What follows belongs to an exercise in optimizing a design on an open flow for small area; a production flow would make more cautious choices. Where RTL was checked, it was by simulation tests only, not by an equivalence proof against the original. For runs 3 and 6, only the layout was checked, not whether the RTL still works. Power and IR drop assume default switching activity.

<file path="flow/design.v">
module jtframe_frac_cen(
    input         clk,
    input         rst,
    input   [9:0] n,          
    input   [9:0] m,          
    output reg    cen
);
reg  [10:0] cencnt;
wire [10:0] nxt;
wire        over;
jtframe_frac_step u_step(.acc(cencnt), .n(n), .m(m), .over(over), .nxt(nxt));
always @(posedge clk) begin
    if (rst) begin
        cencnt <= 11'd0;
        cen    <= 1'b0;
    end else begin
        cencnt <= nxt;
        cen    <= over;
    end
end
endmodule
module jtframe_frac_step(
    input  [10:0] acc,
    input   [9:0] n,
    input   [9:0] m,
    output        over,
    output [10:0] nxt
);
wire [10:0] next  = acc + {1'b0, n};
wire [10:0] next2 = next - {1'b0, m};
assign over = next >= {1'b0, m};
assign nxt  = over ? next2 : next;
endmodule
module crtc(
    input clk,
    input reset,
    output ce_pixel,
    input [1:0] wr,
    input [4:0] address,
    input [15:0] din,
    output [15:0] dout,
    output hsync,
    output hblank,
    output [11:0] hcnt,
    output vsync,
    output vblank,
    output [11:0] vcnt,
    output [11:0] arx,
    output [11:0] ary,
	output [5:0] pll_addr,
	output [31:0] pll_value,
	output reg pll_write,
	input      pll_busy
);
localparam PLL_IO_REG = 15;
localparam HCNT_REG = 16;
localparam VCNT_REG = 17;
wire [15:0] wd = din & {16{~reset}};
wire [31:0] sel = 32'd1 << address;
wire [15:0] ctrl [0:31];
genvar k;
generate
for (k = 0; k < 32; k = k + 1) begin : g_reg
    if (k == PLL_IO_REG) begin : g_io
        assign ctrl[k] = 16'd0;
    end else if (k != HCNT_REG && k != VCNT_REG) begin : g_plain
        reg [15:0] q;
        wire en_lo = reset | (wr[0] & sel[k]);
        wire en_hi = reset | (wr[1] & sel[k]);
        always @(posedge clk) begin
            if (en_lo) q[7:0] <= wd[7:0];
            if (en_hi) q[15:8] <= wd[15:8];
        end
        assign ctrl[k] = q;
    end
end
endgenerate
wire [9:0] ce_num = ctrl[0][9:0];
wire [9:0] ce_denom = ctrl[1][9:0];
wire [11:0] hact = ctrl[2][11:0];
wire [11:0] hfp = ctrl[3][11:0];
wire [11:0] hs = ctrl[4][11:0];
wire [11:0] hbp = ctrl[5][11:0];
wire [11:0] vact = ctrl[6][11:0];
wire [11:0] vfp = ctrl[7][11:0];
wire [11:0] vs = ctrl[8][11:0];
wire [11:0] vbp = ctrl[9][11:0];
assign arx = ctrl[10][11:0];
assign ary = ctrl[11][11:0];
assign pll_addr = ctrl[14][5:0];
assign pll_value = {ctrl[12], ctrl[13]};
jtframe_frac_cen ce_pix_frac(
    .clk(clk),
    .rst(reset),
    .n(ce_num),
    .m(ce_denom),
    .cen(ce_pixel)
);
reg [11:0] hb_start, vb_start;
reg [11:0] hs_start, vs_start;
reg [11:0] hs_end, vs_end;
wire [11:0] hb_sum, vb_sum, hss_sum, vss_sum, hse_sum, vse_sum;
crtc_add12 u_hb (.a(hact), .b(hbp), .s(hb_sum));
crtc_add12 u_vb (.a(vact), .b(vbp), .s(vb_sum));
crtc_add12 u_hss(.a(hb_start), .b(hfp), .s(hss_sum));
crtc_add12 u_vss(.a(vb_start), .b(vfp), .s(vss_sum));
crtc_add12 u_hse(.a(hs_start), .b(hs), .s(hse_sum));
crtc_add12 u_vse(.a(vs_start), .b(vs), .s(vse_sum));
always @(posedge clk) begin
    if (reset) begin
        hb_start <= 12'd0;
        vb_start <= 12'd0;
        hs_start <= 12'd0;
        vs_start <= 12'd0;
        hs_end <= 12'd0;
        vs_end <= 12'd0;
    end else begin
        hb_start <= hb_sum;
        vb_start <= vb_sum;
        hs_start <= hss_sum;
        vs_start <= vss_sum;
        hs_end <= hse_sum;
        vs_end <= vse_sum;
    end
end
reg [15:0] hreg, vreg;
assign hcnt = hreg[11:0];
assign vcnt = vreg[11:0];
assign ctrl[HCNT_REG] = hreg;
assign ctrl[VCNT_REG] = vreg;
wire [12:0] hinc, vinc;
wire hwrap, vwrap;
crtc_inc12 u_hinc(.a(hcnt), .y(hinc));
crtc_inc12 u_vinc(.a(vcnt), .y(vinc));
crtc_wrap12 u_hwrap(.inc(hinc), .e(hs_end), .y(hwrap));
crtc_wrap12 u_vwrap(.inc(vinc), .e(vs_end), .y(vwrap));
always @(posedge clk) begin
    if (reset) begin
        hreg <= 16'd0;
    end else if (ce_pixel) begin
        hreg <= hwrap ? 16'd0 : {3'b000, hinc};
    end else begin
        if (wr[0] & sel[HCNT_REG]) hreg[7:0] <= din[7:0];
        if (wr[1] & sel[HCNT_REG]) hreg[15:8] <= din[15:8];
    end
end
always @(posedge clk) begin
    if (reset) begin
        vreg <= 16'd0;
    end else if (ce_pixel & hwrap) begin
        vreg <= vwrap ? 16'd0 : {3'b000, vinc};
    end else begin
        if (wr[0] & sel[VCNT_REG]) vreg[7:0] <= din[7:0];
        if (wr[1] & sel[VCNT_REG]) vreg[15:8] <= din[15:8];
    end
end
wire h_lt_bs_n, h_lt_bp, h_lt_ss_n, h_lt_se;
wire v_lt_bs_n, v_lt_bp, v_lt_ss_n, v_lt_se;
crtc_lt12 u_c0(.a(hcnt), .b(hb_start), .y(h_lt_bs_n));
crtc_lt12 u_c1(.a(hcnt), .b(hbp), .y(h_lt_bp));
crtc_lt12 u_c2(.a(hcnt), .b(hs_start), .y(h_lt_ss_n));
crtc_lt12 u_c3(.a(hcnt), .b(hs_end), .y(h_lt_se));
crtc_lt12 u_c4(.a(vcnt), .b(vb_start), .y(v_lt_bs_n));
crtc_lt12 u_c5(.a(vcnt), .b(vbp), .y(v_lt_bp));
crtc_lt12 u_c6(.a(vcnt), .b(vs_start), .y(v_lt_ss_n));
crtc_lt12 u_c7(.a(vcnt), .b(vs_end), .y(v_lt_se));
assign hblank = ~h_lt_bs_n | h_lt_bp;
assign hsync = ~h_lt_ss_n & h_lt_se;
assign vblank = ~v_lt_bs_n | v_lt_bp;
assign vsync = ~v_lt_ss_n & v_lt_se;
wire [15:0] rsrc [0:31];
generate
for (k = 0; k < 32; k = k + 1) begin : g_rsrc
    if (k == PLL_IO_REG) begin : g_io
        assign rsrc[k] = {16{pll_busy}};
    end else begin : g_r
        assign rsrc[k] = ctrl[k];
    end
end
endgenerate
genvar b, g;
generate
for (b = 0; b < 16; b = b + 1) begin : g_dout
    wire [10:0] t;
    for (g = 0; g < 10; g = g + 1) begin : g_grp
        crtc_aoi222 u(
            .a0(sel[3*g]),   .b0(rsrc[3*g][b]),
            .a1(sel[3*g+1]), .b1(rsrc[3*g+1][b]),
            .a2(sel[3*g+2]), .b2(rsrc[3*g+2][b]),
            .y(t[g]));
    end
    crtc_aoi22 u_last(
        .a0(sel[30]), .b0(rsrc[30][b]),
        .a1(sel[31]), .b1(rsrc[31][b]),
        .y(t[10]));
    assign dout[b] = ~&t;
end
endgenerate
wire pll_io_req = wr[0] && sel[PLL_IO_REG];
reg pll_io_req_prev;
always @(posedge clk) begin
    if (reset) begin
        pll_io_req_prev <= 1'b0;
        pll_write <= 1'b0;
    end else begin
        pll_io_req_prev <= pll_io_req;
        pll_write <= pll_io_req & ~pll_io_req_prev;
    end
end
endmodule
module crtc_add12(
    input  [11:0] a,
    input  [11:0] b,
    output [11:0] s
);
wire [12:0] c;
assign c[0] = 1'b0;
genvar i;
generate
for (i = 0; i < 12; i = i + 1) begin : g
    assign s[i] = a[i] ^ b[i] ^ c[i];
    assign c[i+1] = (a[i] & b[i]) | (a[i] & c[i]) | (b[i] & c[i]);
end
endgenerate
endmodule
module crtc_lt12(
    input  [11:0] a,
    input  [11:0] b,
    output y
);
wire [12:0] c;
assign c[0] = 1'b0;
genvar i;
generate
for (i = 0; i < 12; i = i + 1) begin : g
    assign c[i+1] = (~a[i] & b[i]) | (~a[i] & c[i]) | (b[i] & c[i]);
end
endgenerate
assign y = c[12];
endmodule
module crtc_inc12(
    input  [11:0] a,
    output [12:0] y
);
assign y = {1'b0, a} + 13'd1;
endmodule
module crtc_wrap12(
    input  [12:0] inc,
    input  [11:0] e,
    output y
);
wire [13:0] c;
wire [12:0] ee = {1'b0, e};
assign c[0] = 1'b0;
genvar i;
generate
for (i = 0; i < 13; i = i + 1) begin : g
    assign c[i+1] = (~inc[i] & ee[i]) | (~inc[i] & c[i]) | (ee[i] & c[i]);
end
endgenerate
assign y = |e & ~c[13];
endmodule
module crtc_aoi222(
    input a0, b0, a1, b1, a2, b2,
    output y
);
assign y = ~((a0 & b0) | (a1 & b1) | (a2 & b2));
endmodule
module crtc_aoi22(
    input a0, b0, a1, b1,
    output y
);
assign y = ~((a0 & b0) | (a1 & b1));
endmodule
</file>
<file path="flow/run.sh">
#!/bin/bash
# synth_recipe.tcl (not shown) runs the flow's synth.tcl, then flattens the netlist and writes it again
# the make line also repeats each setting of config.mk as NAME=value (left out here)
make -C /OpenROAD-flow-scripts/flow DESIGN_CONFIG=/design/flow/config.mk WORK_HOME=/design/flow/orfs CLKGATE_MAP_FILE= SYNTH_SCRIPT=/design/flow/synth_recipe.tcl finish
</file>
<file path="flow/config.mk">
export PLATFORM = sky130hd
export DESIGN_NAME = crtc
export DESIGN_NICKNAME = crtc
export VERILOG_FILES = /design/flow/design.v
export SDC_FILE = /design/flow/constraint.sdc
export NUM_CORES = 4
export LEC_CHECK = 0
export CAP_MARGIN = 20
export CORE_MARGIN = 2
export CORE_UTILIZATION = 55
export CTS_BUF_LIST = sky130_fd_sc_hd__clkbuf_8
export SETUP_SLACK_MARGIN = 0.2
export SLEW_MARGIN = 20
export SYNTH_HIERARCHICAL = 1
export SYNTH_MINIMUM_KEEP_SIZE = 0
</file>
<file path="flow/constraint.sdc">
create_clock -name core_clock -period 5.0 [get_ports {clk}]
set_input_delay 1.0000 -clock core_clock [delete_from_list [all_inputs] [get_ports {clk}]]
set_output_delay 1.0000 -clock core_clock [all_outputs]
set_load 0.01 [all_outputs]
</file>
==> metrics.csv, run 1 <==
metric;value;unit
hp-start;pll_io_req_prev;
dpl_cell_area;0.0289;mm^2
cts_tree;yes;
postLayoutCoreUtil;66.3;%
async_flop_share;0;%
r2r_setup_slack;0.32;ns
rsz0062_at_grt;true;
grt-ovfl-total;0;
end_kind;primary output;
vias_per_cell;6.52;
min_to;pll_write;
htree_num_levels;3;
intPower;9850;uW
grt_max_degree;81;
drt_wl_total;77.0;mm
clockBufferDepth;3;
wl_per_cell;27.1;um
nets;2266;
netlist_area;0.0262;mm^2
holdWs;0.393;ns
p_leak;0.0114;uW
combPwrFrac;27.4;%
clk_transition_reported_paths;0.07;ns
p_sw;4770;uW
dr_total_vias;18500;
setup_viol;0;
worst_ep_arrival_time;3.81;ns
die_x;222;um
ir_worst_vdd;0.000347;V
synth_edf_count;464;
num_rows;79;
fin_skew;0.0243;ns
pwr-share-clk;26.9;%
clockRootBuffer;clkbuf_8;
die_h;222;um
status;finished clean;
hold_class;reg2reg;
core-area;0.0468;mm^2
period_needed;4.81;ns
cts_buffers;95;
drv_cap;0;
cts_hold_buf;0;
synth.avg_cell_area;14.0;um^2
drt_iter0_drc;2953;
max_freq;208;MHz
finalHoldViolations;0;
crit_type;in2out;
cp-start-kind;input pin;
grt_pass1_vias;18300;
swShare;32.6;%
start_util;56.0;%
dpl.hpwl;51.4;mm
synth_cells;1868;
finish.instance_area;0.0310;mm^2
total_power;14600;uW
die_area;0.0494;mm^2
io_pins;134;
synth_seq_area_share;62.2;%
gr-usage-all-layers;31.1;%
finalCritPeriodShare;96.3;%
p_per_area;472;mW/mm^2
clock_latency;0.70;ns
worstPathRequired;4.00;ns
ant_nets;0;
yosysUniqueCellTypes;79;
p_seq_share;45.7;%
cp_max_fo;11;
tightest_slew;1.00;ns
worstReg2RegEnd;hb_start[11];
slew_viol_final;0;
first_pass_iters;12;
drive_above_1_share;19.0;%
synth_nets;1984;
slew_headroom;33.1;%
clock_sinks;582;
ys_seq_elements;582;
gp_congestion;0.872;
r2r-start;g_reg[2].genblk1.g_plain.q[0];
drc_errors;0;
yosys_warnings;8;
antenna_cells;0;
antenna_found_initial;0;
io_buffers;133;
synth_flop_cell;edfxtp_1;
r2r_cells;13;
synthToLayoutAreaGrowth;18.3;%
hold-path-cell-count;1;
grt_pass1_wl;114;mm
## how the worst max path moves through the flow
stage	to	slack (ns)	startpoint
after floorplan	vb_start[11]	0.22	g_reg[6].genblk1.g_plain.q[0]
after global placement	dout[10]	-0.10	address[4]
after detailed placement	dout[5]	-0.12	address[4]
after CTS	dout[5]	0.07	address[2]
after global routing	dout[11]	0.09	address[2]
final	dout[11]	0.19	address[3]
## stage by stage
step                setup TNS, ns  instances  setup slack (ns)
floorplan                       0       1868             0.223
global placement           -0.390       2648            -0.105
detailed placement         -0.716       2648            -0.123
CTS                             0       2832            0.0678
global route                    0       2837            0.0920
finish                          0       2837             0.186
## layout make-up
class                   count  area (um^2)
inverters                 135          507
repair buffers            292         2680
fillers                  3483        15800
clock buffers             104         1430
flip-flops and latches    582        16300
multi-input cells        1044         8940
clock inverters            73          368
well taps                 607          759
## synth_stat cells, drive strengths merged, types with 6 or more instances
cell type	count	share of area [%]
xor3	6	0.54
a222oi	176	6.7
a41oi	8	0.27
maj3	18	0.71
a311oi	13	0.43
a22oi	27	1.1
a31oi	7	0.17
nand2b	18	0.43
a2111oi	8	0.31
nand3	31	0.63
ha	28	1.3
a21oi	41	0.78
fa	62	4.7
a221oi	20	0.74
buf	69	2.0
a2bb2oi	8	0.27
nand2	32	0.46
dfxtp	118	9.0
nand4	62	1.5
nor3	13	0.25
inv	129	1.8
clkbuf	38	0.57
nor2	79	1.2
xnor2	15	0.50
o21ai	48	0.92
mux2	8	0.44
nor4	7	0.17
a211oi	13	0.37
edfxtp	464	53
o22ai	19	0.45
a21o	63	1.8
nor2b	127	3.3
xor2	18	0.60
o21bai	17	0.49
clkinv	6	0.086
## modules after synthesis (local to each module, per instance)
module             copies in the design  cell area [um^2]  flip-flops and latches
crtc                                  1             19100                     570
jtframe_frac_step                     1              1100                       0
jtframe_frac_cen                      1               367                      12
crtc_wrap12                           2               253                       0
crtc_add12                            6               236                       0
crtc_inc12                            2               209                       0
crtc_lt12                             8               181                       0
crtc_aoi22                           16              12.5                       0
crtc_aoi222                         160              10.0                       0
## routing by layer
layer  vias to the layer above  track usage (%)  wire length [um]
li1                       8013                -                 -
met1                      9228             44.0             31700
met2                      1105             47.8             34800
met3                       155             6.74              7710
met4                         0             11.2              2780
met5                         -                0                 0
## critical path, stage by stage
cell	delay [ns]
clkdlybuf4s50_1	0.46
buf_4	0.15
or3b_1	0.16
buf_4	0.12
nor2_1	0.03
buf_4	0.18
a222oi_1	0.50
nand4_1	0.26
nor2_2	0.23
nand4_1	0.16
clkdlybuf4s50_1	0.53
## layout by cell type (no fill, tap or decap), types with 28 or more instances in the layout
master,count
clkdlybuf4s50_1,113
a21oi_1,41
nand3_1,29
o21ai_0,38
dfxtp_1,118
ha_1,28
fa_2,44
a21o_1,63
clkbuf_8,104
nor2b_1,96
nor2_1,61
buf_4,146
nand2_1,32
nand4_1,60
edfxtp_1,464
a222oi_1,176
inv_1,167
## sequential cells by signal, indices dropped and copies added, names as in the netlist
name                 cells
ce_pix_frac.cen          1
pll_io_req_prev          1
vs_end                  12
hreg                    16
vreg                    16
vs_start                12
hb_start                12
hs_end                  12
vb_start                12
pll_write                1
hs_start                12
ce_pix_frac.cencnt      11
g.genblk1.g_plain.q    464
## cell families (layout without fill, tap and decap cells)
| family | count (synthesis) | in the layout | share of synthesized area [%] |
|---|---|---|---|
| AOI/OAI and AO/OA | 495 | 495 | 15.7 |
| xor gates and xnor gates | 39 | 39 | 1.65 |
| adders and majority gates | 108 | 108 | 6.78 |
| buffers and inverters | 242 | 604 | 4.48 |
| DFF | 582 | 582 | 62.2 |
| muxes | 9 | 9 | 0.482 |
| and+or+nand+nor | 393 | 393 | 8.70 |
## power by group through the flow
stage	Clock [uW]	Combinational [uW]	Sequential [uW]
after global placement	0	3860	6730
after global routing	4200	4430	6730
after floorplan	0	2950	6400
final	3930	4010	6680
after detailed placement	0	3950	6740
after CTS	3970	3980	6650
## what timing repair did
action,in CTS,in global routing
gates resized for setup,46,37
setup endpoints to repair,28,23
setup buffers,7,5
hold endpoints to repair,0,0
pin swaps,14,23
==> run 2: changes to the inputs <==
--- a/flow/config.mk
+++ b/flow/config.mk
@@ -7,8 +7,7 @@
 export LEC_CHECK = 0
 export CAP_MARGIN = 20
 export CORE_MARGIN = 2
-export CORE_UTILIZATION = 55
-export CTS_BUF_LIST = sky130_fd_sc_hd__clkbuf_8
+export CORE_UTILIZATION = 40
 export SETUP_SLACK_MARGIN = 0.2
 export SLEW_MARGIN = 20
 export SYNTH_HIERARCHICAL = 1
==> metrics.csv, run 2 <==
metric;value;unit
cp-start-kind;input pin;
slew_headroom;27.6;%
max_freq;212;MHz
yosys_warnings;8;
clk_transition_reported_paths;0.06;ns
max_stage_delay;0.40;ns
dpl.hpwl;53.5;mm
core-area;0.0646;mm^2
ir_worst_vdd;0.000319;V
grt_pass1_vias;17900;
grt_max_degree;100;
grt_pass1_wl;115;mm
gr-usage-all-layers;22.9;%
yosysUniqueCellTypes;79;
drc_errors;0;
largest_reg_flops;464;
final_cells;3016;
worst_ep_arrival_time;3.73;ns
ys_top_cells_by_count;464 x edfxtp_1, 176 x a222oi_1, 127 x inv_1;
rsz0062_at_grt;true;
worstPathCellList;clkdlybuf4s50_1, buf_4, buf_4, nand3b_1, nor2_1, buf_4, buf_12, a222oi_1, nand4_1, buf_4, nor2_1, nand4_1, dlygate4sd2_1;
gr-usage-met1;32.0;%
grt_busiest_layer;met2;
synth.area.top_cells;edfxtp_1 53%, dfxtp_1 9.0%, a222oi_1 6.7%;
ys_seq_elements;582;
period_needed;4.73;ns
yosysMostFrequentCell;edfxtp_1;
finalHoldViolations;0;
fin_skew;0.0325;ns
io_buffers;133;
nets;2227;
cts_tree;yes;
wl_per_cell;25.9;um
worstPathRequired;4.00;ns
met3_usage;4.07;%
antenna_cells;0;
hold_class;reg2reg;
synth_flop_cell;edfxtp_1;
num_rows;93;
placed_cells;2897;
start_util;40.6;%
io_pins;134;
dr_total_vias;18100;
first_pass_iters;10;
p_leak;0.0113;uW
finalCritPeriodShare;94.5;%
fillerInstances;5493;
cts_hold_buf;0;
drv_cap;0;
top_regs;g.genblk1.g_plain.q: 464 flops, hreg: 16 flops, vreg: 16 flops;
synthDominantCellAreaShare;53.2;%
synth_cells;1868;
clock_latency;0.64;ns
htree_num_levels;2;
p_per_area;484;mW/mm^2
clockRootBuffer;clkbuf_16;
ant_nets;0;
postLayoutCoreUtil;48.6;%
die_area;0.0676;mm^2
setup_viol;0;
synth_seq_area_share;62.2;%
slew_viol_final;0;
netlist_area;0.0262;mm^2
largest_register;g.genblk1.g_plain.q;
tightest_slew;1.08;ns
synth_edf_count;464;
synthToLayoutAreaGrowth;19.9;%
drt_wl_total;78.1;mm
synth.avg_cell_area;14.0;um^2
layout_common_cells;464 x edfxtp_1, 176 x a222oi_1, 142 x buf_4;
status;finished clean;
clockBufferDepth;3;
worst_path_dominant_cell_family;buffers and inverters;
total_power;15200;uW
end_kind;primary output;
slowest_stage;clkdlybuf4s50_1;
clock_sinks;582;
antenna_found_initial;2;
crit_type;in2out;
crit_buf_inv;7;
die_h;260;um
holdWs;0.460;ns
die_x;260;um
async_flop_share;0;%
path_common_cell;buf_4;
drive_above_1_share;17.7;%
gp_congestion;0.884;
grt-ovfl-total;0;
cts_buffers;59;
mostFrequentLayoutCell;edfxtp_1;
synth_nets;1984;
drt_iter0_drc;2673;
cp_max_fo;10;
yosysTopAreaCell;edfxtp_1;
met2_usage;35.5;%
vias_per_cell;6.00;
==> run 2: timing repair <==
action,4_1_cts,5_1_grt
gates cloned,0,0
hold endpoints to repair,0,0
gates resized for setup,55,38
setup endpoints to repair,28,21
pin swaps,21,26
setup buffers,4,4
==> run 2: worst paths after layout <==
kind / depth (start not counted) / slack (ns) / to / start
max: 13 / 0.27 / dout[8] / address[2]
min: 1 / 0.46 / pll_write / pll_io_req_prev
max reg2reg: 13 / 0.33 / vs_start[11] / g_reg[7].genblk1.g_plain.q[0]
min reg2reg: 1 / 0.46 / pll_write / pll_io_req_prev
==> run 2: kinds of logic (layout without fill, tap and decap cells) <==
| group | count (synthesis) | after routing | synth area share, % |
|---|---|---|---|
| flops | 582 | 582 | 62.2 |
| mux | 9 | 9 | 0.482 |
| fa+ha+maj | 108 | 108 | 6.78 |
| xor+xnor | 39 | 39 | 1.65 |
| simple gates | 393 | 393 | 8.70 |
| compound gates | 495 | 495 | 15.7 |
| buf+inv | 242 | 535 | 4.48 |
==> run 2: per-module statistics from Yosys (local to each module, per instance) <==
module,flops+latches,cell area [um^2],cells inside,copies in the design
crtc,570,19100,1069,1
jtframe_frac_step,0,1100,140,1
jtframe_frac_cen,12,367,25,1
crtc_wrap12,0,253,37,2
crtc_add12,0,236,12,6
crtc_inc12,0,209,32,2
crtc_lt12,0,181,31,8
crtc_aoi22,0,12.5,1,16
crtc_aoi222,0,10.0,1,160
==> run 2: area by class of cell <==
type / instances / area [um^2] / share of cell area (%)
Multi-Input combinational cell: 1044 / 8930 / 28.4
Clock buffer: 72 / 1540 / 4.89
Sequential cell: 582 / 16300 / 51.9
Tap cell: 855 / 1070 / 3.41
Timing Repair Buffer: 289 / 2620 / 8.34
Inverter: 135 / 507 / 1.61
Clock inverter: 39 / 450 / 1.43
==> run 2: per-stage QoR <==
step / setup slack (ns) / instance area, um^2 / setup TNS [ns]
detailed placement: -0.194 / 29300 / -0.881
CTS: 0.167 / 31400 / 0
global route: 0.154 / 31400 / 0
floorplan: 0.223 / 26200 / 0
finish: 0.274 / 31400 / 0
global placement: -0.226 / 29300 / -0.939
==> run 2: power by group <==
part           switching [uW]  total (uW)  internal (uW)
clock network            1870        4520           2650
logic                    2010        3990           1980
registers                 816        6690           5870
==> run 2: per-layer routing <==
metal	routed length (um)	vias up
li1	-	7912
met1	32300	9028
met2	35500	995
met3	7380	166
met4	2960	2
met5	10	-
==> run 3: changes to the inputs <==
--- a/flow/design.v
+++ b/flow/design.v
@@ -26,10 +26,59 @@
     output        over,
     output [10:0] nxt
 );
-wire [10:0] next  = acc + {1'b0, n};
-wire [10:0] next2 = next - {1'b0, m};
-assign over = next >= {1'b0, m};
-assign nxt  = over ? next2 : next;
+wire [10:0] c, p, bo;
+jtframe_frac_carry  u_c(.a(acc), .b({1'b0, n}), .c(c));
+jtframe_frac_xor3   u_p(.a(acc), .b({1'b0, n}), .c(c), .y(p));
+jtframe_frac_borrow u_b(.p(p), .m(m), .bo(bo), .over(over));
+jtframe_frac_sel    u_s(.over(over), .p(p), .m(m), .bo(bo), .y(nxt));
+endmodule
+module jtframe_frac_carry(
+    input  [10:0] a,
+    input  [10:0] b,
+    output [10:0] c
+);
+assign c[0] = 1'b0;
+genvar i;
+generate
+for (i = 1; i < 11; i = i + 1) begin : g
+    assign c[i] = (a[i-1] & b[i-1]) | (a[i-1] & c[i-1]) | (b[i-1] & c[i-1]);
+end
+endgenerate
+endmodule
+module jtframe_frac_xor3(
+    input  [10:0] a,
+    input  [10:0] b,
+    input  [10:0] c,
+    output [10:0] y
+);
+assign y = a ^ b ^ c;
+endmodule
+module jtframe_frac_borrow(
+    input  [10:0] p,
+    input   [9:0] m,
+    output [10:0] bo,
+    output        over
+);
+wire [11:0] c;
+wire [10:0] mm = {1'b0, m};
+assign c[0] = 1'b0;
+genvar i;
+generate
+for (i = 0; i < 11; i = i + 1) begin : g
+    assign c[i+1] = (~p[i] & mm[i]) | (~p[i] & c[i]) | (mm[i] & c[i]);
+end
+endgenerate
+assign bo = c[10:0];
+assign over = ~c[11];
+endmodule
+module jtframe_frac_sel(
+    input         over,
+    input  [10:0] p,
+    input   [9:0] m,
+    input  [10:0] bo,
+    output [10:0] y
+);
+assign y = over ? (p ^ {1'b0, m} ^ bo) : p;
 endmodule
 module crtc(
     input clk,
@@ -128,12 +177,16 @@
 assign vcnt = vreg[11:0];
 assign ctrl[HCNT_REG] = hreg;
 assign ctrl[VCNT_REG] = vreg;
+wire h_lt_bs_n, h_lt_bp, h_lt_ss_n, h_lt_se;
+wire v_lt_bs_n, v_lt_bp, v_lt_ss_n, v_lt_se;
 wire [12:0] hinc, vinc;
-wire hwrap, vwrap;
+wire h_eq_se, v_eq_se;
 crtc_inc12 u_hinc(.a(hcnt), .y(hinc));
 crtc_inc12 u_vinc(.a(vcnt), .y(vinc));
-crtc_wrap12 u_hwrap(.inc(hinc), .e(hs_end), .y(hwrap));
-crtc_wrap12 u_vwrap(.inc(vinc), .e(vs_end), .y(vwrap));
+crtc_eq12 u_heq(.a(hinc[11:0]), .b(hs_end), .y(h_eq_se));
+crtc_eq12 u_veq(.a(vinc[11:0]), .b(vs_end), .y(v_eq_se));
+wire hwrap = (|hs_end) & (~h_lt_se | h_eq_se);
+wire vwrap = (|vs_end) & (~v_lt_se | v_eq_se);
 always @(posedge clk) begin
     if (reset) begin
         hreg <= 16'd0;
@@ -154,8 +207,6 @@
         if (wr[1] & sel[VCNT_REG]) vreg[15:8] <= din[15:8];
     end
 end
-wire h_lt_bs_n, h_lt_bp, h_lt_ss_n, h_lt_se;
-wire v_lt_bs_n, v_lt_bp, v_lt_ss_n, v_lt_se;
 crtc_lt12 u_c0(.a(hcnt), .b(hb_start), .y(h_lt_bs_n));
 crtc_lt12 u_c1(.a(hcnt), .b(hbp), .y(h_lt_bp));
 crtc_lt12 u_c2(.a(hcnt), .b(hs_start), .y(h_lt_ss_n));
@@ -242,23 +293,23 @@
     input  [11:0] a,
     output [12:0] y
 );
-assign y = {1'b0, a} + 13'd1;
-endmodule
-module crtc_wrap12(
-    input  [12:0] inc,
-    input  [11:0] e,
+wire [12:0] c;
+assign c[0] = 1'b1;
+genvar i;
+generate
+for (i = 0; i < 12; i = i + 1) begin : g
+    assign y[i] = a[i] ^ c[i];
+    assign c[i+1] = a[i] & c[i];
+end
+endgenerate
+assign y[12] = c[12];
+endmodule
+module crtc_eq12(
+    input  [11:0] a,
+    input  [11:0] b,
     output y
 );
-wire [13:0] c;
-wire [12:0] ee = {1'b0, e};
-assign c[0] = 1'b0;
-genvar i;
-generate
-for (i = 0; i < 13; i = i + 1) begin : g
-    assign c[i+1] = (~inc[i] & ee[i]) | (~inc[i] & c[i]) | (ee[i] & c[i]);
-end
-endgenerate
-assign y = |e & ~c[13];
+assign y = a == b;
 endmodule
 module crtc_aoi222(
     input a0, b0, a1, b1, a2, b2,
==> flow/flow/run.sh (new file) <==
#!/bin/bash
set -o pipefail
export BUFFER_PORTS_ARGS="-buffer_cell sky130_fd_sc_hd__buf_1"
bash standard.sh > standard.log 2>&1
==> flow/standard.sh (new file) <==
#!/bin/bash
# synth_recipe.tcl (not shown) runs the flow's synth.tcl, then flattens the netlist and writes it again
# the make line also repeats each setting of config.mk as NAME=value (left out here)
make -C /OpenROAD-flow-scripts/flow DESIGN_CONFIG=/design/flow/config.mk WORK_HOME=/design/flow/orfs CLKGATE_MAP_FILE= SYNTH_SCRIPT=/design/flow/synth_recipe.tcl "${@:-finish}"
==> flow/config.mk (replaced) <==
export PLATFORM = sky130hd
export DESIGN_NAME = crtc
export DESIGN_NICKNAME = crtc
export VERILOG_FILES = /design/flow/design.v
export SDC_FILE = /design/flow/constraint.sdc
export NUM_CORES = 4
export LEC_CHECK = 0
export CAP_MARGIN = 10
export CORE_MARGIN = 2
export CORE_UTILIZATION = 40
export CTS_CLUSTER_DIAMETER = 150
export CTS_CLUSTER_SIZE = 25
export GPL_TIMING_DRIVEN = 0
export SETUP_SLACK_MARGIN = 0.05
export SLEW_MARGIN = 10
export SYNTH_HIERARCHICAL = 1
export SYNTH_MINIMUM_KEEP_SIZE = 0
removed: flow/run.sh
==> metrics.csv, run 3 <==
metric;value;unit
status;finished clean;
synth_flop_cell;edfxtp_1;
yosysTopAreaCell;edfxtp_1;
io_pins;134;
end_kind;primary output;
max_stage_delay;0.71;ns
setup_slack;0.0610;ns
nets;2068;
cts_tree;yes;
swShare;32.7;%
clk_transition_reported_paths;0.11;ns
slew_headroom;10.7;%
finalCritPeriodShare;98.8;%
netlist_area;0.0257;mm^2
drt_iter0_drc;2654;
ys_top_cells_by_count;464 x edfxtp_1, 176 x a222oi_1, 118 x dfxtp_1;
p_per_area;452;mW/mm^2
slew_viol_final;0;
synth_seq_area_share;63.3;%
ant_nets;0;
die_x;258;um
top_regs;g.genblk1.g_plain.q: 464 flops, hreg: 16 flops, vreg: 16 flops;
clockBufferDepth;3;
cp-start-kind;input pin;
crit_type;in2out;
die_h;258;um
ir_worst_vdd;0.000285;V
first_pass_iters;11;
drv_cap;0;
synthDominantCellAreaShare;54.1;%
synth_cells;1760;
largest_reg_flops;464;
hold_class;reg2reg;
largest_register;g.genblk1.g_plain.q;
gr-usage-all-layers;22.0;%
tightest_slew;1.33;ns
dr_total_vias;17000;
core-area;0.0633;mm^2
worstReg2RegEnd;hs_end[11];
synth_nets;1874;
r2r_setup_slack;0.15;ns
slowest_stage;a222oi_1;
fillerInstances;5593;
finish.instance_area;0.0288;mm^2
yosysMostFrequentCell;edfxtp_1;
place_ws;-0.277;ns
synth.area.top_cells;edfxtp_1 54%, dfxtp_1 9.2%, a222oi_1 6.8%;
fin_setup_tns;0;ns
p_sw;4260;uW
worstPathCellList;buf_1, clkbuf_2, or3_1, nor2_2, a222oi_1, nand4_1, nor2_1, nand4_1, buf_1;
worst_path_dominant_cell_family;simple AND/OR/NAND/NOR gates;
grt_pass1_wl;109;mm
vias_per_cell;6.05;
combPwrFrac;28.9;%
worst_ep_arrival_time;3.94;ns
hold-path-cell-count;1;
antenna_found_initial;2;
cp-endpoint;dout[11];
synthToLayoutAreaGrowth;11.9;%
total_power;13000;uW
htree_num_levels;1;
start_util;40.7;%
drt_wl_total;75.4;mm
synth_edf_count;464;
drc_errors;0;
drive_above_1_share;14.6;%
yosysUniqueCellTypes;72;
cts_hold_buf;0;
fin_skew;0.0154;ns
dpl_cell_area;0.0278;mm^2
finalHoldViolations;0;
num_rows;92;
max_freq;202;MHz
clock_sinks;582;
intPower;8760;uW
yosys_warnings;8;
worstPathRequired;4.00;ns
wl_per_cell;26.8;um
clockRootBuffer;clkbuf_16;
mostFrequentLayoutCell;edfxtp_1;
io_buffers;132;
ys_seq_elements;582;
p_seq_share;51.4;%
cp-startpoint;address[0];
rsz0062_at_grt;true;
period_needed;4.94;ns
synth.avg_cell_area;14.6;um^2
gp_congestion;0.883;
r2r-start;g_reg[4].genblk1.g_plain.q[0];
p_leak;0.0101;uW
pwr-share-clk;19.6;%
grt-ovfl-total;0;
die_area;0.0664;mm^2
clock_latency;0.63;ns
layout_common_cells;464 x edfxtp_1, 176 x a222oi_1, 135 x buf_1;
r2r_cells;13;
dpl.hpwl;54.1;mm
crit_buf_inv;3;
grt_max_degree;30;
async_flop_share;0;%
cts_buffers;27;
grt_pass1_vias;16400;
setup_viol;0;
cp_max_fo;18;
path_depth;9;
-- run 3: cell types whose count changed in the layout (fill, tap and decap cells not counted), moves of 14 or more --
cell | previous run | this run
buf_4 | 142 | 77
clkbuf_16 | 59 | 27
o21ai_0 | 38 | 4
inv_1 | 127 | 102
nand3_1 | 29 | 15
nor2_1 | 71 | 52
xnor2_1 | 15 | 35
clkbuf_1 | 12 | 39
buf_1 | 0 | 135
clkdlybuf4s50_1 | 112 | 0
clkinv_1 | 21 | 1
-- run 3: kinds of logic after synthesis --
family	Yosys count	synth area share [%]
fa+ha+maj	107	6.80
flops	582	63.3
xor+xnor	62	3.10
compound gates	415	14.1
buf+inv	206	3.94
other cells	3	0.0438
mux	14	0.544
simple gates	371	8.12
-- run 3: how the worst min path moves through the flow --
stage	start	endpoint	slack [ns]
2_1_floorplan	pll_io_req_prev	pll_write	0.37
3_3_place_gp	pll_io_req_prev	pll_write	0.37
3_5_place_dp	pll_io_req_prev	pll_write	0.38
4_1_cts	pll_io_req_prev	pll_write	0.40
5_1_grt	pll_io_req_prev	pll_write	0.41
6_report	pll_io_req_prev	pll_write	0.39
-- run 3: final cells by class --
| type | count | area, um^2 | share of cell area, % |
|---|---|---|---|
| Sequential cell | 582 | 16300 | 56.6 |
| Multi-Input combinational cell | 972 | 8770 | 30.5 |
| Tap cell | 846 | 1060 | 3.68 |
| Timing Repair Buffer | 166 | 880 | 3.05 |
| Clock buffer | 36 | 709 | 2.46 |
| Buffer | 100 | 618 | 2.15 |
| Inverter | 105 | 394 | 1.37 |
| Clock inverter | 3 | 66.3 | 0.230 |
| Antenna cell | 2 | 5.00 | 0.0174 |
-- run 3: through the flow --
step                      hold slack (ns)  util (%)  instances
final                               0.395      45.5       2812
after global routing                0.413      45.5       2810
after CTS                           0.398      45.4       2806
after detailed placement            0.383      43.9       2761
after global placement              0.372      43.1       2738
after floorplan                     0.367         -       1760
-- run 3: Yosys stat by module (local to each module, per instance) --
module               cells inside  times used
crtc_aoi22                      1          16
crtc                         1068           1
jtframe_frac_sel               33           1
crtc_eq12                      16           2
jtframe_frac_step               1           1
crtc_inc12                     12           2
jtframe_frac_cen               25           1
jtframe_frac_carry             31           1
crtc_add12                     12           6
jtframe_frac_xor3              11           1
crtc_aoi222                     1         160
crtc_lt12                      31           8
jtframe_frac_borrow            39           1
-- run 3: repair_timing --
item	in CTS	in global routing
gates cloned	0	0
resized for setup	38	23
buffers inserted	7	4
pin swaps	6	5
endpoints found under the setup margin	24	18
-- run 3: per-layer routing --
metal | part of all wire, % | vias up | GRT usage [%]
li1 | - | 7352 | -
met2 | 46 | 944 | 35.5
met5 | 0.027 | - | 0
met4 | 2.5 | 4 | 5.11
met3 | 9.8 | 108 | 3.13
met1 | 42 | 8598 | 31.7
-- run 3: power by group through the flow --
stage          clock network (uW)  registers, uW  logic [uW]
6_report                     2560           6700        3760
5_1_grt                      2740           6760        4170
4_1_cts                      2590           6680        3760
3_5_place_dp                    0           6790        3720
3_3_place_gp                    0           6760        3620
2_1_floorplan                   0           6430        2840
==> run 4: changes to the inputs <==
--- a/flow/design.v
+++ b/flow/design.v
@@ -207,14 +207,16 @@
         if (wr[1] & sel[VCNT_REG]) vreg[15:8] <= din[15:8];
     end
 end
-crtc_lt12 u_c0(.a(hcnt), .b(hb_start), .y(h_lt_bs_n));
-crtc_lt12 u_c1(.a(hcnt), .b(hbp), .y(h_lt_bp));
-crtc_lt12 u_c2(.a(hcnt), .b(hs_start), .y(h_lt_ss_n));
-crtc_lt12 u_c3(.a(hcnt), .b(hs_end), .y(h_lt_se));
-crtc_lt12 u_c4(.a(vcnt), .b(vb_start), .y(v_lt_bs_n));
-crtc_lt12 u_c5(.a(vcnt), .b(vbp), .y(v_lt_bp));
-crtc_lt12 u_c6(.a(vcnt), .b(vs_start), .y(v_lt_ss_n));
-crtc_lt12 u_c7(.a(vcnt), .b(vs_end), .y(v_lt_se));
+wire [11:0] hcnt_n = ~hcnt;
+wire [11:0] vcnt_n = ~vcnt;
+crtc_lt12 u_c0(.an(hcnt_n), .b(hb_start), .y(h_lt_bs_n));
+crtc_lt12 u_c1(.an(hcnt_n), .b(hbp), .y(h_lt_bp));
+crtc_lt12 u_c2(.an(hcnt_n), .b(hs_start), .y(h_lt_ss_n));
+crtc_lt12 u_c3(.an(hcnt_n), .b(hs_end), .y(h_lt_se));
+crtc_lt12 u_c4(.an(vcnt_n), .b(vb_start), .y(v_lt_bs_n));
+crtc_lt12 u_c5(.an(vcnt_n), .b(vbp), .y(v_lt_bp));
+crtc_lt12 u_c6(.an(vcnt_n), .b(vs_start), .y(v_lt_ss_n));
+crtc_lt12 u_c7(.an(vcnt_n), .b(vs_end), .y(v_lt_se));
 assign hblank = ~h_lt_bs_n | h_lt_bp;
 assign hsync = ~h_lt_ss_n & h_lt_se;
 assign vblank = ~v_lt_bs_n | v_lt_bp;
@@ -275,7 +277,7 @@
 endgenerate
 endmodule
 module crtc_lt12(
-    input  [11:0] a,
+    input  [11:0] an,
     input  [11:0] b,
     output y
 );
@@ -284,7 +286,7 @@
 genvar i;
 generate
 for (i = 0; i < 12; i = i + 1) begin : g
-    assign c[i+1] = (~a[i] & b[i]) | (~a[i] & c[i]) | (b[i] & c[i]);
+    assign c[i+1] = (an[i] & b[i]) | (an[i] & c[i]) | (b[i] & c[i]);
 end
 endgenerate
 assign y = c[12];
==> metrics.csv, run 4 <==
metric;value;unit
status;failed layout checks;
failed_checks;setup timing;
ant_nets;0;
worstPathRequired;4.00;ns
pwr-share-clk;19.7;%
htree_num_levels;1;
max_freq;197;MHz
finalHoldViolations;0;
nets;2003;
postLayoutCoreUtil;45.5;%
total_power;13000;uW
hold_class;reg2reg;
synth.area.top_cells;edfxtp_1 55%, dfxtp_1 9.2%, a222oi_1 6.3%;
largest_reg_flops;464;
combPwrFrac;30.4;%
final_cells;2757;
fin_setup_tns;-0.0940;ns
synth_flop_cell;edfxtp_1;
clock_latency;0.63;ns
cp-start-kind;input pin;
period_needed;5.08;ns
worst_ep_arrival_time;4.08;ns
drive_above_1_share;17.3;%
synth_seq_area_share;63.8;%
synthDominantCellAreaShare;54.5;%
die_area;0.0659;mm^2
die_x;257;um
crit_type;in2out;
die_h;257;um
fin_skew;0.0222;ns
gp_congestion;0.946;
ys_seq_elements;582;
tightest_slew;1.08;ns
io_pins;134;
end_kind;primary output;
p_sw;4300;uW
intPower;8720;uW
yosysTopAreaCell;edfxtp_1;
yosys_warnings;8;
synth_edf_count;464;
synth.avg_cell_area;15.1;um^2
drt_wl_total;74.5;mm
dpl.hpwl;55.2;mm
start_util;40.5;%
drc_errors;0;
vias_per_cell;6.08;
fillerInstances;5652;
synth_cells;1688;
clockBufferDepth;3;
grt-ovfl-total;0;
grt_max_degree;30;
ys_top_cells_by_count;464 x edfxtp_1, 160 x a222oi_1, 118 x dfxtp_1;
yosysMostFrequentCell;edfxtp_1;
gr-usage-all-layers;22.0;%
mostFrequentLayoutCell;edfxtp_1;
clock_sinks;582;
synthToLayoutAreaGrowth;12.3;%
placed_cells;2695;
slew_viol_final;0;
drv_cap;0;
first_pass_iters;14;
yosysUniqueCellTypes;73;
cts_tree;yes;
clk_transition_reported_paths;0.11;ns
core-area;0.0631;mm^2
cts_buffers;27;
layout_common_cells;464 x edfxtp_1, 160 x a222oi_1, 132 x buf_1;
async_flop_share;0;%
synth_nets;1802;
clockRootBuffer;clkbuf_16;
rsz0062_at_grt;true;
finalCritPeriodShare;102;%
dpl_cell_area;0.0276;mm^2
finish.instance_area;0.0287;mm^2
p_leak;0.00985;uW
wl_per_cell;27.0;um
swShare;33.0;%
setup_viol;2;
antenna_found_initial;7;
top_regs;g.genblk1.g_plain.q: 464 flops, hreg: 16 flops, vreg: 16 flops;
netlist_area;0.0255;mm^2
cp_max_fo;18;
p_per_area;454;mW/mm^2
num_rows;92;
dr_total_vias;16800;
setup_slack;-0.0819;ns
ir_worst_vdd;0.000257;V
largest_register;g.genblk1.g_plain.q;
io_buffers;132;
grt_pass1_vias;16400;
p_seq_share;49.9;%
grt_pass1_wl;109;mm
slew_headroom;28.0;%
drt_iter0_drc;2297;
==> run 4: cell types whose count changed after synthesis, moves of 16 or more <==
cell,before,now
a222oi_1,176,160
o22a_1,0,24
o21bai_1,16,0
nor2b_1,106,90
a31oi_1,13,29
inv_1,102,37
==> run 4: path summary, 6_finish.rpt <==
check / cells after the start / endpoint / slack [ns] / start
hold reg to reg: 1 / pll_write / 0.40 / pll_io_req_prev
hold / removal: 1 / pll_write / 0.40 / pll_io_req_prev
setup reg to reg: 13 / hb_start[11] / 0.13 / g_reg[2].genblk1.g_plain.q[0]
setup / recovery: 9 / dout[2] / -0.08 / address[3]
==> run 4: repair_timing <==
action                                 CTS  global route
hold buffers                             0             0
setup endpoints to repair               23             8
endpoints found under the hold margin    0             0
pin swaps                               12            16
resized for setup                       50            24
setup buffers                            3             8
==> run 4: Yosys stat by module, one instance, submodules excluded, excerpt <==
module / cells / area (um^2)
crtc: 1084 / 19200
crtc_add12: 12 / 236
crtc_eq12: 16 / 134
crtc_inc12: 12 / 141
crtc_lt12: 20 / 149
jtframe_frac_borrow: 39 / 259
jtframe_frac_carry: 31 / 233
jtframe_frac_sel: 33 / 233
jtframe_frac_step: 1 / 3.75
jtframe_frac_xor3: 11 / 262
==> run 4: metal layers <==
layer / vias up / track usage [%] / routed length, um
met5: - / 0 / 69
met3: 126 / 3.56 / 5470
met1: 8656 / 29.8 / 30400
li1: 7258 / - / -
met2: 712 / 36.6 / 36100
met4: 10 / 6.25 / 2430
==> run 4: logic make-up (layout without fill, tap and decap cells) <==
family | count (synthesis) | count (layout) | share of synthesized area [%]
and+or+nand+nor | 332 | 332 | 7.38
AOI/OAI and AO/OA | 454 | 454 | 15.5
xor gates and xnor gates | 62 | 62 | 3.13
buffers and inverters | 142 | 364 | 3.04
adders and majority gates | 99 | 99 | 6.54
DFF | 582 | 582 | 63.8
muxes | 14 | 14 | 0.549
other | 3 | 4 | 0.0441
==> run 4: critical path, stage by stage <==
cell and delay [ns]:
buf_1 0.20, clkbuf_2 0.31, or3_1 0.23, nor2_2 0.19, a222oi_1 0.88, nand4_1 0.50
nor2_2 0.29, nand4_1 0.24, buf_2 0.23
==> run 4: power groups by stage <==
stage          logic [uW]  registers (uW)  clock network (uW)
2_1_floorplan        2940            6350                   0
3_3_place_gp         3770            6580                   0
3_5_place_dp         3880            6600                   0
4_1_cts              3910            6490                2630
5_1_grt              4320            6570                2780
6_report             3950            6500                2570
==> run 4: per-stage QoR <==
stage / hold slack [ns] / worst slack, ns
2_1_floorplan: 0.367 / 0.0811
3_3_place_gp: 0.378 / -1.92
3_5_place_dp: 0.388 / -0.748
4_1_cts: 0.403 / 0.00846
5_1_grt: 0.423 / 0.0154
6_report: 0.399 / -0.0819
==> run 4: area by class of cell <==
cell class              count  area [um^2]  area share, %
inverters                  40          150          0.523
clock buffers              47          751           2.62
plain buffers             102          653           2.28
repair buffers            172          925           3.22
clock inverters             3         45.0          0.157
diodes                      1         2.50        0.00872
multi-input cells         964         8820           30.7
flip-flops and latches    582        16300           56.8
well taps                 846         1060           3.69
==> run 5: changes to the inputs <==
==> flow/flow/run.sh (replaced) <==
#!/bin/bash
set -o pipefail
export BUFFER_PORTS_ARGS="-buffer_cell sky130_fd_sc_hd__buf_1"
export CTS_ARGS="-sink_clustering_enable -repair_clock_nets -sink_clustering_size 25 -sink_clustering_max_diameter 150 -dont_use_dummy_load"
bash standard.sh > standard.log 2>&1
--- a/flow/config.mk
+++ b/flow/config.mk
@@ -7,7 +7,7 @@
 export LEC_CHECK = 0
 export CAP_MARGIN = 10
 export CORE_MARGIN = 2
-export CORE_UTILIZATION = 40
+export CORE_UTILIZATION = 50
 export CTS_CLUSTER_DIAMETER = 150
 export CTS_CLUSTER_SIZE = 25
 export GPL_TIMING_DRIVEN = 0
==> metrics.csv, run 5 <==
metric;value;unit
status;finished clean;
hold_class;reg2reg;
swShare;32.1;%
combPwrFrac;30.5;%
synthToLayoutAreaGrowth;10.8;%
largest_reg_flops;464;
clk_transition_reported_paths;0.10;ns
dr_total_vias;16300;
synth_cells;1688;
multiInputGateArea;0.00881;mm^2
ant_nets;0;
p_sw;4080;uW
nets;2002;
synth_flop_cell;edfxtp_1;
ys_seq_elements;582;
synth.area.top_cells;edfxtp_1 55%, dfxtp_1 9.2%, a222oi_1 6.3%;
mostFrequentLayoutCell;edfxtp_1;
worstPathRequired;4.00;ns
seq_area;0.0163;mm^2
grt-ovfl-total;0;
setup_slack;0.108;ns
netlist_area;0.0255;mm^2
p_per_area;449;mW/mm^2
top_regs;g.genblk1.g_plain.q: 464 flops, hreg: 16 flops, vreg: 16 flops;
fin_skew;0.0459;ns
largest_register;g.genblk1.g_plain.q;
grt_pass1_wl;104;mm
gr-usage-all-layers;26.5;%
yosysUniqueCellTypes;73;
core-area;0.0503;mm^2
die_area;0.0529;mm^2
period_needed;4.89;ns
crit_type;in2out;
intPower;8620;uW
die_x;230;um
synth_seq_area_share;63.8;%
fillerInstances;4081;
cts_buffers;27;
final_cells;2558;
finalCritPeriodShare;97.8;%
dpl_cell_area;0.0274;mm^2
p_leak;0.00981;uW
end_kind;primary output;
io_pins;134;
grt_pass1_vias;15900;
antenna_found_initial;2;
synth_nets;1802;
max_freq;204;MHz
ys_top_cells_by_count;464 x edfxtp_1, 160 x a222oi_1, 118 x dfxtp_1;
drt_iter0_drc;2543;
pwr-share-clk;18.7;%
drc_errors;0;
gp_congestion;0.922;
worst_ep_arrival_time;3.89;ns
placed_cells;2519;
clockRootBuffer;clkbuf_16;
yosysTopAreaCell;edfxtp_1;
synthDominantCellAreaShare;54.5;%
rsz0062_at_grt;false;
htree_num_levels;1;
dpl.hpwl;52.3;mm
tightest_slew;1.26;ns
yosys_warnings;8;
num_rows;82;
synth.avg_cell_area;15.1;um^2
first_pass_iters;7;
async_flop_share;0;%
drv_cap;0;
slew_viol_final;0;
finish.instance_area;0.0283;mm^2
vias_per_cell;6.38;
drt_wl_total;70.8;mm
finalHoldViolations;0;
synth_edf_count;464;
cp_max_fo;18;
ir_worst_vdd;0.000298;V
die_h;230;um
io_buffers;132;
p_seq_share;50.8;%
drive_above_1_share;16.9;%
yosysMostFrequentCell;edfxtp_1;
slew_headroom;15.0;%
cp-start-kind;input pin;
postLayoutCoreUtil;56.3;%
place_ws;-0.330;ns
grt_max_degree;30;
clockBufferDepth;3;
layout_common_cells;464 x edfxtp_1, 160 x a222oi_1, 134 x buf_1;
setup_viol;0;
clock_latency;0.62;ns
antenna_cells;0;
wl_per_cell;27.7;um
cts_tree;yes;
start_util;50.8;%
clock_sinks;582;
-- run 5: changes by cell type in the layout (fill, tap and decap cells not counted), moves of 3 or more --
cell      before  now
buf_6         15    6
nor2b_4        8   11
fa_2          51   48
fa_1           9   12
nor2_1        41   44
clkbuf_1      51   30
nor2b_2       14   11
buf_4         76   82
clkbuf_2       1    5
-- run 5: area by class of cell --
type	count	area share, %
inverters	40	0.531
clock buffers	27	2.39
well taps	672	2.97
flip-flops and latches	582	57.6
plain buffers	101	2.22
repair buffers	172	3.17
multi-input cells	964	31.1
-- run 5: power by group through the flow --
stage | registers (uW) | logic (uW) | clock network (uW)
after floorplan | 6350 | 2940 | 0
after global placement | 6530 | 3750 | 0
after detailed placement | 6550 | 3840 | 0
after CTS | 6450 | 3870 | 2420
after global routing | 6530 | 4260 | 2570
final | 6460 | 3870 | 2370
-- run 5: logic make-up (layout without fill, tap and decap cells) --
kind of cell / Yosys count / after routing / share of synthesized area (%)
muxes: 14 / 14 / 0.549
buffers and inverters: 142 / 340 / 3.04
other: 3 / 3 / 0.0441
DFF: 582 / 582 / 63.8
and+or+nand+nor: 332 / 332 / 7.38
AOI/OAI and AO/OA: 454 / 454 / 15.5
adders and majority gates: 99 / 99 / 6.54
xor gates and xnor gates: 62 / 62 / 3.13
-- run 5: what timing repair did --
item | in CTS | in global routing
pin swaps | 1 | 6
hold buffers | 0 | 0
hold endpoints to repair | 0 | 0
endpoints found under the setup margin | 23 | 18
cloned | 0 | 0
resized for setup | 36 | 23
setup buffers | 8 | 5
-- run 5: path summary, 6_finish.rpt --
kind | end | slack [ns] | start | cells after the start
setup / recovery | dout[0] | 0.11 | address[2] | 9
hold / removal | pll_write | 0.39 | pll_io_req_prev | 1
setup reg to reg | vs_start[11] | 0.19 | g_reg[7].genblk1.g_plain.q[0] | 13
hold reg to reg | pll_write | 0.39 | pll_io_req_prev | 1
-- run 5: modules after synthesis, one instance, submodules excluded --
module / cells / flip-flops and latches
crtc_lt12: 20 / 0
jtframe_frac_step: 1 / 0
crtc_inc12: 12 / 0
jtframe_frac_carry: 31 / 0
crtc: 1084 / 570
crtc_aoi222: 1 / 0
jtframe_frac_sel: 33 / 0
crtc_eq12: 16 / 0
jtframe_frac_cen: 25 / 12
crtc_aoi22: 1 / 0
jtframe_frac_borrow: 39 / 0
jtframe_frac_xor3: 11 / 0
crtc_add12: 12 / 0
-- run 5: metrics by stage --
step | hold slack [ns] | TNS, ns | total power [uW]
after detailed placement | 0.379 | -4.98 | 10400
after global placement | 0.372 | -36.66 | 10300
after CTS | 0.394 | 0 | 12700
after global routing | 0.399 | 0 | 13400
final | 0.392 | 0 | 12700
after floorplan | 0.367 | 0 | 9300
-- run 5: metal layers --
metal | GRT usage (%) | vias to the layer above | routed length, um
met2 | 42.4 | 742 | 33000
li1 | - | 7220 | -
met4 | 7.24 | 2 | 2030
met3 | 3.46 | 88 | 5700
met1 | 38.3 | 8260 | 30000
met5 | 0 | - | 13
-- run 5: critical path, cell delays in order --
cell and delay (ns):
buf_1 0.15, clkbuf_2 0.24, nand2_1 0.37, nor2_2 0.28, a222oi_1 0.89, nand4_1 0.42, nor2_1 0.23, nand4_1 0.14
buf_1 0.16
==> run 6: changes to the inputs <==
--- a/flow/design.v
+++ b/flow/design.v
@@ -28,7 +28,15 @@
 );
 wire [10:0] c, p, bo;
 jtframe_frac_carry  u_c(.a(acc), .b({1'b0, n}), .c(c));
-jtframe_frac_xor3   u_p(.a(acc), .b({1'b0, n}), .c(c), .y(p));
+genvar i;
+generate
+for (i = 0; i < 10; i = i + 1) begin : g_p
+    wire t;
+    jtframe_frac_xor2 u_x0(.a(acc[i]), .b(n[i]), .y(t));
+    jtframe_frac_xor2 u_x1(.a(t), .b(c[i]), .y(p[i]));
+end
+endgenerate
+jtframe_frac_xor2 u_p10(.a(acc[10]), .b(c[10]), .y(p[10]));
 jtframe_frac_borrow u_b(.p(p), .m(m), .bo(bo), .over(over));
 jtframe_frac_sel    u_s(.over(over), .p(p), .m(m), .bo(bo), .y(nxt));
 endmodule
@@ -45,13 +53,12 @@
 end
 endgenerate
 endmodule
-module jtframe_frac_xor3(
-    input  [10:0] a,
-    input  [10:0] b,
-    input  [10:0] c,
-    output [10:0] y
+module jtframe_frac_xor2(
+    input  a,
+    input  b,
+    output y
 );
-assign y = a ^ b ^ c;
+assign y = a ^ b;
 endmodule
 module jtframe_frac_borrow(
     input  [10:0] p,
@@ -187,25 +194,23 @@
 crtc_eq12 u_veq(.a(vinc[11:0]), .b(vs_end), .y(v_eq_se));
 wire hwrap = (|hs_end) & (~h_lt_se | h_eq_se);
 wire vwrap = (|vs_end) & (~v_lt_se | v_eq_se);
+wire hstep = ce_pixel;
+wire vstep = ce_pixel & hwrap;
+wire hclr = hwrap | reset;
+wire vclr = vwrap | reset;
+wire [15:0] hval = {3'b000, hinc & {13{~hclr}}};
+wire [15:0] vval = {3'b000, vinc & {13{~vclr}}};
+wire [15:0] hd = hstep ? hval : wd;
+wire [15:0] vd = vstep ? vval : wd;
+wire hen_lo = reset | hstep | (wr[0] & sel[HCNT_REG]);
+wire hen_hi = reset | hstep | (wr[1] & sel[HCNT_REG]);
+wire ven_lo = reset | vstep | (wr[0] & sel[VCNT_REG]);
+wire ven_hi = reset | vstep | (wr[1] & sel[VCNT_REG]);
 always @(posedge clk) begin
-    if (reset) begin
-        hreg <= 16'd0;
-    end else if (ce_pixel) begin
-        hreg <= hwrap ? 16'd0 : {3'b000, hinc};
-    end else begin
-        if (wr[0] & sel[HCNT_REG]) hreg[7:0] <= din[7:0];
-        if (wr[1] & sel[HCNT_REG]) hreg[15:8] <= din[15:8];
-    end
-end
-always @(posedge clk) begin
-    if (reset) begin
-        vreg <= 16'd0;
-    end else if (ce_pixel & hwrap) begin
-        vreg <= vwrap ? 16'd0 : {3'b000, vinc};
-    end else begin
-        if (wr[0] & sel[VCNT_REG]) vreg[7:0] <= din[7:0];
-        if (wr[1] & sel[VCNT_REG]) vreg[15:8] <= din[15:8];
-    end
+    if (hen_lo) hreg[7:0] <= hd[7:0];
+    if (hen_hi) hreg[15:8] <= hd[15:8];
+    if (ven_lo) vreg[7:0] <= vd[7:0];
+    if (ven_hi) vreg[15:8] <= vd[15:8];
 end
 wire [11:0] hcnt_n = ~hcnt;
 wire [11:0] vcnt_n = ~vcnt;
--- a/flow/config.mk
+++ b/flow/config.mk
@@ -7,11 +7,11 @@
 export LEC_CHECK = 0
 export CAP_MARGIN = 10
 export CORE_MARGIN = 2
-export CORE_UTILIZATION = 50
+export CORE_UTILIZATION = 55
 export CTS_CLUSTER_DIAMETER = 150
 export CTS_CLUSTER_SIZE = 25
 export GPL_TIMING_DRIVEN = 0
-export SETUP_SLACK_MARGIN = 0.05
+export SETUP_SLACK_MARGIN = 0.2
 export SLEW_MARGIN = 10
 export SYNTH_HIERARCHICAL = 1
 export SYNTH_MINIMUM_KEEP_SIZE = 0
==> metrics.csv, run 6 <==
metric;value;unit
status;finished clean;
synth.avg_cell_area;15.6;um^2
synth_cells;1623;
nets;1937;
total_power;12500;uW
drv_cap;0;
path_depth;13;
r2r-start;g_reg[9].genblk1.g_plain.q[0];
multiInputGateArea;0.00836;mm^2
slew_headroom;29.1;%
setup_viol;0;
tightest_slew;1.06;ns
die_h;219;um
drc_errors;0;
gp_congestion;0.926;
clockBufferDepth;3;
drt_wl_total;69.0;mm
clock_latency;0.62;ns
cts_buffers;27;
worstPathRequired;5.47;ns
antenna_found_initial;3;
first_pass_iters;8;
ir_worst_vdd;0.000290;V
worstReg2RegEnd;vb_start[11];
end_kind;flop;
layout_common_cells;496 x edfxtp_1, 160 x a222oi_1, 133 x buf_1;
htree_num_levels;1;
clock_sinks;582;
grt_pass1_wl;100;mm
largest_register;g.genblk1.g_plain.q;
period_needed;4.89;ns
top_regs;g.genblk1.g_plain.q: 464 flops, hreg: 16 flops, vreg: 16 flops;
die_area;0.0479;mm^2
fillerInstances;3533;
mostFrequentLayoutCell;edfxtp_1;
rsz0062_at_grt;true;
worstPathCellList;ha_2, fa_1, fa_1, fa_2, fa_2, fa_2, fa_2, fa_2, fa_2, fa_2, fa_1, xor3_1, nor2b_1;
crit_type;reg2reg;
postLayoutCoreUtil;61.9;%
core-area;0.0455;mm^2
fin_skew;0.0463;ns
p_leak;0.00981;uW
wl_per_cell;28.5;um
worst_ep_arrival_time;5.35;ns
grt_max_degree;32;
max_freq;205;MHz
num_rows;78;
drive_above_1_share;17.8;%
die_x;219;um
vias_per_cell;6.54;
hold_class;reg2reg;
slowest_stage;edfxtp_1;
cp-endpoint;vb_start[11];
finalHoldViolations;0;
io_buffers;133;
r2r_setup_slack;0.11;ns
max_stage_delay;0.43;ns
ant_nets;0;
worst_path_dominant_cell_family;adder cells;
cts_tree;yes;
r2r_cells;13;
synth_nets;1737;
slew_viol_final;0;
p_per_area;445;mW/mm^2
cp-start-kind;flop;
yosys_warnings;8;
clk_transition_reported_paths;0.09;ns
netlist_area;0.0254;mm^2
cp-startpoint;g_reg[9].genblk1.g_plain.q[0];
largest_reg_flops;464;
crit_buf_inv;0;
grt-ovfl-total;0;
seq_area;0.0166;mm^2
grt_pass1_vias;15400;
start_util;55.8;%
dpl.hpwl;51.0;mm
synthToLayoutAreaGrowth;11.0;%
cp_max_fo;2;
finalCritPeriodShare;97.8;%
cts_hold_buf;0;
io_pins;134;
clockRootBuffer;clkbuf_16;
drt_iter0_drc;2303;
path_common_cell;fa_2;
dr_total_vias;15800;
gr-usage-all-layers;28.6;%
==> run 6: power by group <==
group / switching, uW / leakage (uW) / total (uW) / internal [uW]
sequential: 570 / 0.00554 / 6540 / 5970
combinational: 1980 / 0.00393 / 3630 / 1650
clock: 1410 / 0.000333 / 2370 / 965
total: 3960 / 0.00981 / 12500 / 8580
==> run 6: final cells by class <==
class                           count  share of cell area (%)
Antenna cell                        1                 0.00888
Buffer                             89                    2.13
Clock buffer                       27                    2.40
Inverter                           34                   0.453
Multi-Input combinational cell    917                    29.7
Sequential cell                   582                    59.0
Tap cell                          600                    2.66
Timing Repair Buffer              172                    3.67
==> run 6: worst min path at each step <==
stage / from / to / slack, ns / depth (start not counted)
3_5_place_dp: pll_io_req_prev / pll_write / 0.38 / 1
3_3_place_gp: pll_io_req_prev / pll_write / 0.38 / 1
2_1_floorplan: pll_io_req_prev / pll_write / 0.37 / 1
4_1_cts: pll_io_req_prev / pll_write / 0.39 / 1
5_1_grt: pll_io_req_prev / pll_write / 0.41 / 1
6_report: pll_io_req_prev / pll_write / 0.39 / 1
==> run 6: metrics by stage <==
step | hold WS (ns) | TNS (ns) | instances | setup WS [ns] | cell area [um^2]
after floorplan | 0.367 | 0 | 1623 | 0.178 | 25400
after global placement | 0.379 | -3.24 | 2356 | -0.427 | 26700
after detailed placement | 0.377 | -0.278 | 2386 | -0.184 | 27300
after CTS | 0.391 | 0 | 2418 | 0.0317 | 28100
after global routing | 0.408 | 0 | 2421 | 0.0259 | 28200
final | 0.388 | 0 | 2422 | 0.111 | 28200
==> run 6: routing by layer <==
| layer | up-vias | share of wire, % | GRT usage, % |
|---|---|---|---|
| li1 | 6953 | - | - |
| met1 | 8113 | 42 | 40.8 |
| met2 | 674 | 48 | 47.1 |
| met3 | 84 | 7.3 | 3.81 |
| met4 | 4 | 2.4 | 6.91 |
| met5 | - | 0.044 | 0 |
==> run 6: what timing repair did <==
item | in CTS | in global routing
endpoints found under the setup margin | 15 | 19
gates resized for setup | 31 | 10
pin swaps | 8 | 6
gates cloned | 0 | 0
setup buffers | 6 | 3
==> run 7: changes to the inputs <==
--- a/flow/design.v
+++ b/flow/design.v
@@ -271,15 +271,20 @@
     input  [11:0] b,
     output [11:0] s
 );
-wire [12:0] c;
+wire [10:0] c;
 assign c[0] = 1'b0;
 genvar i;
 generate
-for (i = 0; i < 12; i = i + 1) begin : g
+for (i = 0; i < 10; i = i + 1) begin : g
     assign s[i] = a[i] ^ b[i] ^ c[i];
     assign c[i+1] = (a[i] & b[i]) | (a[i] & c[i]) | (b[i] & c[i]);
 end
 endgenerate
+wire u0 = a[10] ^ b[10];
+wire k0 = a[10] & b[10];
+wire u1 = a[11] ^ b[11] ^ k0;
+assign s[10] = u0 ^ c[10];
+assign s[11] = u1 ^ (c[10] & u0);
 endmodule
 module crtc_lt12(
     input  [11:0] an,
==> metrics.csv, run 7 <==
metric;value;unit
drt_iter0_drc;2116;
gp_congestion;0.921;
drc_errors;0;
drive_above_1_share;16.1;%
drv_cap;0;
antenna_found_initial;2;
io_buffers;133;
rsz0062_at_grt;true;
gr-usage-all-layers;29.0;%
max_freq;209;MHz
dr_total_vias;16000;
place_ws;-0.0689;ns
swShare;31.9;%
synthToLayoutAreaGrowth;10.7;%
gr-usage-met1;40.4;%
met2_usage;46.1;%
intPower;8590;uW
vias_per_cell;6.54;
ant_nets;0;
finish.instance_area;0.0282;mm^2
slew_headroom;30.4;%
synth.avg_cell_area;15.5;um^2
cts_tree;yes;
mostFrequentLayoutCell;edfxtp_1;
largest_register;g.genblk1.g_plain.q;
r2r-start;g_reg[8].genblk1.g_plain.q[0];
grt_busiest_layer;met2;
worstPathRequired;5.47;ns
core-area;0.0455;mm^2
netlist_area;0.0254;mm^2
nets;1960;
largest_reg_flops;464;
p_seq_share;52.0;%
ir_worst_vdd;0.000407;V
fin_skew;0.0445;ns
grt-ovfl-total;0;
dpl_cell_area;0.0273;mm^2
end_kind;flop;
p_sw;4020;uW
start_util;55.9;%
status;finished clean;
htree_num_levels;1;
finalCritPeriodShare;95.5;%
dpl.hpwl;51.0;mm
finalHoldViolations;0;
combPwrFrac;29.0;%
grt_pass1_wl;102;mm
fillerInstances;3556;
clock_latency;0.62;ns
setup_slack;0.224;ns
hp-start;pll_io_req_prev;
grt_pass1_vias;15700;
min_to;pll_write;
wl_per_cell;28.5;um
top_regs;g.genblk1.g_plain.q: 464 flops, hreg: 16 flops, vreg: 16 flops;
tightest_slew;1.04;ns
crit_type;reg2reg;
hold_class;reg2reg;
worst_ep_arrival_time;5.25;ns
cp-start-kind;flop;
slew_viol_final;0;
drt_wl_total;69.5;mm
synth_nets;1761;
worstReg2RegEnd;vs_end[11];
r2r_setup_slack;0.22;ns
layout_common_cells;496 x edfxtp_1, 160 x a222oi_1, 131 x buf_1;
r2r_cells;14;
yosys_warnings;8;
antenna_cells;0;
p_per_area;448;mW/mm^2
cts_buffers;27;
synth_cells;1641;
num_rows;78;
clk_transition_reported_paths;0.10;ns
clockRootBuffer;clkbuf_16;
p_leak;0.00989;uW
die_h;219;um
clock_sinks;582;
setup_viol;0;
met3_usage;5.20;%
die_area;0.0480;mm^2
first_pass_iters;9;
die_x;219;um
pwr-share-clk;19.0;%
hold-path-cell-count;1;
clockBufferDepth;3;
period_needed;4.78;ns
io_pins;134;
cp_max_fo;2;
cts_hold_buf;0;
grt_max_degree;32;
[run 7: timing repair]
| item | in CTS | in global routing |
|---|---|---|
| setup endpoints to repair | 16 | 28 |
| pin swaps | 8 | 7 |
| buffers inserted | 4 | 4 |
| resized for setup | 18 | 22 |
| hold endpoints to repair | 0 | 0 |
[run 7: worst max-delay path, cell delays in order, from the launching register on]
cell and delay (ns):
edfxtp_1 0.45, ha_1 0.22, fa_1 0.38, fa_2 0.36, fa_1 0.39, fa_1 0.39
fa_1 0.39, fa_2 0.36, fa_2 0.35, fa_1 0.39, fa_1 0.38, ha_1 0.20
xor2_1 0.17, xnor2_1 0.12, nor2b_1 0.13
[run 7: how the worst max path moves through the flow]
stage          cells after the start           end  slack, ns                     startpoint
4_1_cts                           14  hb_start[11]       0.20  g_reg[2].genblk1.g_plain.q[0]
3_3_place_gp                       9       dout[1]      -0.40                     address[4]
2_1_floorplan                     14  vb_start[11]       0.32  g_reg[9].genblk1.g_plain.q[0]
5_1_grt                           14    vs_end[11]       0.04  g_reg[8].genblk1.g_plain.q[0]
6_report                          14    vs_end[11]       0.22  g_reg[8].genblk1.g_plain.q[0]
3_5_place_dp                       9       dout[0]      -0.07                     address[4]
[run 7: stage by stage]
step                      setup TNS, ns  utilization (%)  cells  hold slack [ns]  total power (uW)
after floorplan                       0                -   1641            0.367              9160
after global placement            -3.54             58.7   2374            0.398             10200
after detailed placement         -0.216             60.1   2404            0.394             10300
after CTS                             0             61.7   2434            0.407             12600
after global routing                  0             61.9   2438            0.413             13200
final                                 0             61.9   2438            0.399             12600
[run 7: layout make-up]
class | instances | area, um^2 | share of cell area (%)
tap | 600 | 751 | 2.67
timing repair buffer | 171 | 1040 | 3.71
multi-input combinational | 935 | 8340 | 29.6
clock buffer | 27 | 676 | 2.40
buffer | 89 | 603 | 2.14
inverter | 34 | 128 | 0.453
sequential | 582 | 16600 | 59.0
[run 7: layer usage]
metal  routed length, um  up-vias
met1               28600     8108
met5                 148        -
met3                5400      115
met4                2790        4
li1                    -     7022
met2               32600      702
[run 7: power groups by stage]
stage | logic, uW | clock network [uW] | registers, uW
2_1_floorplan | 2700 | 0 | 6450
3_3_place_gp | 3510 | 0 | 6640
3_5_place_dp | 3600 | 0 | 6660
4_1_cts | 3640 | 2450 | 6550
5_1_grt | 4020 | 2580 | 6640
6_report | 3660 | 2390 | 6560

Setup slack of run 7, layout unchanged: 0.224 ns with ideal ports, 0.184 ns with driving cells assumed (clock clkbuf_16, inputs buf_2), 0.184 ns with port delays also shifted by the 0.647 ns mid clock arrival.
